This is an optimization exercise on Yosys and OpenROAD, whose aim is small area, not a production implementation.
In this exercise RTL edits were held to simulation tests only and were not proved equivalent to the original.
Power and IR drop assume default switching activity.

==> run Z <==
Design aurora_rx_lane, start of the top module:
module aurora_rx_lane (
    input  wire        rst_n_i,
    input  wire        clk_rx_i,
    input  wire [1:0]  serdes_data_i,
    input  wire [1:0]  serdes_valid_i,
    input  wire        serdes_lock_i,
    input  wire        inv_rx_data,
    output wire [63:0] rx_data_o,
    output wire [1:0]  rx_header_o,
    output wire        rx_valid_o,
    output wire [7:0]  rx_stat_o
);
clock: 5.0 ns
lec_check: 0
cap_margin: 20
core_margin: 2
core_utilization: 65
slew_margin: 20
standard.sh (not shown) runs the stock make flow with config.mk's settings and CLKGATE_MAP_FILE= SYNTH_SCRIPT=/design/flow/synth_recipe.tcl, a recipe that flattens the netlist after the stock synthesis.
==> flow/flow/run.sh <==
#!/bin/bash
# Own flow: the standard layout (standard.sh), with two changes made through
# ORFS's own variables: the port buffers are sky130_fd_sc_hd__buf_1, and the
# clock tree uses smaller clock buffers with larger sink clusters and no dummy
# loads. Each ORFS step logs to orfs/logs/; make's output goes to flow_make.log.
set -euo pipefail
export BUFFER_PORTS_ARGS="-buffer_cell sky130_fd_sc_hd__buf_1"
export CTS_ARGS="-sink_clustering_enable -repair_clock_nets -buf_list sky130_fd_sc_hd__clkbuf_8 -sink_clustering_size ${CTS_SIZE:-20} -sink_clustering_max_diameter ${CTS_DIAM:-60} -dont_use_dummy_load"
bash standard.sh > flow_make.log 2>&1
==> run A: changes against run Z <==
--- a/flow/design.v
+++ b/flow/design.v
@@ -119,24 +119,16 @@
                 end
             end
         end
     end
     reg  [1:0] hdr;
-    reg        h1, h2, h3;
     wire       hcap = act && (q == gcnt[4:0]);
     always @(posedge clk_rx_i or negedge rst_n_i) begin
         if (!rst_n_i)
             hdr <= 2'b00;
         else if (hcap)
             hdr <= sw[65:64];
-    end
-    always @(posedge clk_rx_i) begin
-        if (act) begin
-            h1 <= hcap;
-            h2 <= h1;
-            h3 <= h2;
-        end
     end
     reg  [5:0] bc;
     always @(posedge clk_rx_i) begin
         if (act)
             bc <= (hcap && !gcnt[5]) ? 6'd31 : (bc == 6'd32) ? 6'd0 : bc + 6'd1;
@@ -146,11 +138,11 @@
     reg [65:0] ds;
     always @(posedge clk_rx_i) begin
         if (act)
             ds <= {ds[63:0], (bc == 6'd0) ? sw[5:4] : {d0, d1}};
     end
-    wire ld = act && h3;
+    wire ld = act && (bc == 6'd0);
     reg  [65:0] outr;
     always @(posedge clk_rx_i) begin
         if (ld)
             outr <= ds;
     end
==> run P: changes against run Z <==
--- a/flow/design.v
+++ b/flow/design.v
@@ -23,11 +23,11 @@
     wire in1  = (two && !sd_par) ? serdes_data_i[1] : serdes_data_i[0];
     always @(posedge clk_rx_i) begin
         if (en0) sd0 <= {sd0[15:0], in0};
         if (en1) sd1 <= {sd1[15:0], in1};
     end
-    always @(posedge clk_rx_i or negedge rst_n_i) begin
+    always @(posedge clk_rx_i) begin
         if (!rst_n_i) begin
             sd_cnt <= 6'd0;
             sd_par <= 1'b0;
         end else begin
             if (one)
@@ -51,23 +51,20 @@
     reg         act;      
     reg  [4:0]  q;        
     wire first = act && (q[3:0] == 4'd15);     
     wire evw   = act && (q == 5'd31);          
     always @(posedge clk_rx_i) begin
+        wr0 <= ({17{em}} & sd0) | ({17{~em}} & {wr0[15:0], 1'b0});
+        wr1 <= ({17{em}} & sd1) | ({17{~em}} & {wr1[15:0], 1'b0});
         if (em) begin
-            wr0    <= sd0;
-            wr1    <= sd1;
             wa_is1 <= ~sd_par ^ (sd_cnt == 6'd32);
             woff   <= (sd_cnt == 6'd32);
-        end else begin
-            wr0 <= {wr0[15:0], 1'b0};
-            wr1 <= {wr1[15:0], 1'b0};
         end
         if (first)
             winv <= inv_rx_data;
     end
-    always @(posedge clk_rx_i or negedge rst_n_i) begin
+    always @(posedge clk_rx_i) begin
         if (!rst_n_i) begin
             act <= 1'b0;
             q   <= 5'd15;
         end else begin
             if (act) begin
@@ -87,11 +84,11 @@
     reg [65:0] sw;
     always @(posedge clk_rx_i) begin
         if (act)
             sw[65:30] <= sw[63:28];
     end
-    always @(posedge clk_rx_i or negedge rst_n_i) begin
+    always @(posedge clk_rx_i) begin
         if (!rst_n_i)
             sw[29:28] <= 2'b00;
         else if (act)
             sw[29:28] <= sw[27:26];
     end
@@ -100,11 +97,11 @@
             sw[27:0] <= {sw[25:0], pair};
     end
     reg  [5:0] gcnt;
     reg        g_valid;
     reg        gearbox_slip;
-    always @(posedge clk_rx_i or negedge rst_n_i) begin
+    always @(posedge clk_rx_i) begin
         if (!rst_n_i) begin
             gcnt    <= 6'd0;
             g_valid <= 1'b0;
         end else begin
             g_valid <= 1'b0;
@@ -119,74 +116,65 @@
                 end
             end
         end
     end
     reg  [1:0] hdr;
-    reg        h1, h2, h3;
     wire       hcap = act && (q == gcnt[4:0]);
-    always @(posedge clk_rx_i or negedge rst_n_i) begin
+    always @(posedge clk_rx_i) begin
         if (!rst_n_i)
             hdr <= 2'b00;
         else if (hcap)
             hdr <= sw[65:64];
     end
-    always @(posedge clk_rx_i) begin
-        if (act) begin
-            h1 <= hcap;
-            h2 <= h1;
-            h3 <= h2;
-        end
-    end
     reg  [5:0] bc;
     always @(posedge clk_rx_i) begin
         if (act)
             bc <= (hcap && !gcnt[5]) ? 6'd31 : (bc == 6'd32) ? 6'd0 : bc + 6'd1;
     end
     wire d0 = sw[5] ^ ((bc <= 6'd20) ? sw[46] : sw[44]) ^ ((bc <= 6'd29) ? sw[65] : sw[63]);
     wire d1 = sw[4] ^ ((bc <= 6'd19) ? sw[45] : sw[43]) ^ ((bc <= 6'd29) ? sw[64] : sw[62]);
-    reg [65:0] ds;
-    always @(posedge clk_rx_i) begin
-        if (act)
-            ds <= {ds[63:0], (bc == 6'd0) ? sw[5:4] : {d0, d1}};
-    end
-    wire ld = act && h3;
+    wire [1:0] dpair = (bc == 6'd0) ? sw[5:4] : {d0, d1};
+    reg [63:0] ds;
+    always @(posedge clk_rx_i) begin
+        if (act)
+            ds <= {ds[61:0], dpair};
+    end
+    wire ld = act && (bc == 6'd32);
     reg  [65:0] outr;
     always @(posedge clk_rx_i) begin
         if (ld)
-            outr <= ds;
-    end
+            outr <= {ds, dpair};
+    end
+    localparam [5:0] SYNC_MAX   = 6'd56;
+    localparam [4:0] VALID_WAIT = 5'd23;
     reg  [5:0] sync_cnt;
     reg        slip_cnt;
     reg  [4:0] valid_cnt;
     reg        dlv_prev;
     reg        vflag;
     reg  [1:0] stat;
-    wire sync32 = (sync_cnt == 6'd32);
-    always @(posedge clk_rx_i or negedge rst_n_i) begin
+    wire sync32  = (sync_cnt == SYNC_MAX);
+    wire vwait   = (valid_cnt == VALID_WAIT);
+    always @(posedge clk_rx_i) begin
         if (!rst_n_i) begin
             sync_cnt     <= 6'd0;
             slip_cnt     <= 1'b0;
             serdes_slip  <= 1'b0;
             valid_cnt    <= 5'd0;
             gearbox_slip <= 1'b0;
             dlv_prev     <= 1'b0;
-            vflag        <= 1'b0;
-            stat         <= 2'b00;
         end else begin
             serdes_slip <= 1'b0;
-            if (q == 5'd3)
-                vflag <= 1'b0;
             if (g_valid) begin
                 gearbox_slip <= 1'b0;
                 dlv_prev     <= sync32;
-                vflag        <= sync32 & dlv_prev;
-                if (valid_cnt != 5'd16)
-                    valid_cnt <= valid_cnt + 5'd1;
+                if (!vwait)
+                    valid_cnt <= {valid_cnt[3:0], ~(valid_cnt[4] ^ valid_cnt[2])};
                 if (hdr[1] ^ hdr[0]) begin
                     if (!sync32)
-                        sync_cnt <= sync_cnt + 6'd1;
-                end else if (valid_cnt == 5'd16) begin
+                        sync_cnt <= {sync_cnt[4:0], ~(sync_cnt[5] ^ sync_cnt[4])};
+                end else if (vwait) begin
                     sync_cnt <= 6'd0;
                     if (slip_cnt) begin
                         gearbox_slip <= 1'b1;
                         slip_cnt     <= 1'b0;
                     end else begin
@@ -194,10 +182,21 @@
                         slip_cnt    <= 1'b1;
                     end
                     valid_cnt <= 5'd0;
                 end
             end
+        end
+    end
+    always @(posedge clk_rx_i or negedge rst_n_i) begin
+        if (!rst_n_i) begin
+            vflag <= 1'b0;
+            stat  <= 2'b00;
+        end else begin
+            if (q == 5'd3)
+                vflag <= 1'b0;
+            if (g_valid)
+                vflag <= sync32 & dlv_prev;
             stat <= {sync32, serdes_lock_i};
         end
     end
     assign rx_data_o   = outr[63:0];
     assign rx_header_o = outr[65:64];
==> flow/flow/run.sh (replaced) <==
#!/bin/bash
# Own flow: the standard layout (standard.sh), with three changes made through
# ORFS's own variables: the port buffers are sky130_fd_sc_hd__buf_1; the constant
# outputs keep synthesis's single tie cell (no tie fanout repair); and the clock
# tree uses clkbuf_8 buffers with larger sink clusters and no dummy loads.
# Each ORFS step logs to orfs/logs/; make's output goes to flow_make.log.
set -euo pipefail
export SKIP_REPAIR_TIE_FANOUT=1
export BUFFER_PORTS_ARGS="-buffer_cell sky130_fd_sc_hd__buf_1"
export CTS_ARGS="-sink_clustering_enable -repair_clock_nets -buf_list sky130_fd_sc_hd__clkbuf_8 -sink_clustering_size 20 -sink_clustering_max_diameter 60 -dont_use_dummy_load"
bash standard.sh > flow_make.log 2>&1
==> notes <==
- Between run Z and run P, the lower first-iteration DRC count is in run P (gap about 20%, measured against run P).
- Against run A, the final area of run Z is larger by 1.1%.
- In clock-buffer cell count, run A and run Z do not differ.
- In non-clock buffer count, run Z and run A do not differ.
- The lowest maximum frequency belongs to run A, the highest to run Z.
==> figures <==
item                                                           run P       run A       run Z
Status                              no timing/DRC/antenna violations  no timing/DRC/antenna violations  no timing/DRC/antenna violations
Flip-flop and latch count after synthesis                        313         315         318
Post-synth cell types                                             55          62          61
Data required time at the worst endpoint                     5.19 ns     5.45 ns     5.41 ns
Static leakage                                               3.90 nW     4.34 nW     4.39 nW
Placed cell areas                                          11300 um2   11500 um2   11600 um2
EDFF count, synth                                                236         238         241
Count of cells along the worst register-to-register path           5           7           7
Total area of sequential cells                              8650 um2    8910 um2    9000 um2
Mux cell area share after synthesis                           0.0542      0.0156      0.0182
Pin count of the biggest net entering global routing              89          77          92

==> what the ideal ports hide <==
The results above use ideal ports. As a check the final layouts listed here were re-extracted and re-timed, cells and wires unchanged.
Step 1, drivers: a clkbuf_16 drives clk_rx_i and a buf_2 each remaining input, both assumed.
Step 2, shift: input delay + t, output delay - t, t = (earliest + latest rising clock arrival at the registers) / 2. This alone moves slack from input paths to output paths.
a / b / c = ideal / step 1 / step 2; a / b = the first two.
run	shift t [ns]	slack for setup (ns)	hold WS [ns]
run Z	0.536	2.072 / 2.072 / 2.072	0.377 / 0.377 / 0.377
run A	0.539	2.020 / 2.020 / 2.020	0.362 / 0.362 / 0.362
run P	0.538	2.048 / 2.048 / 2.048	0.415 / 0.415 / 0.415
After both steps setup and hold are still met in every run listed.
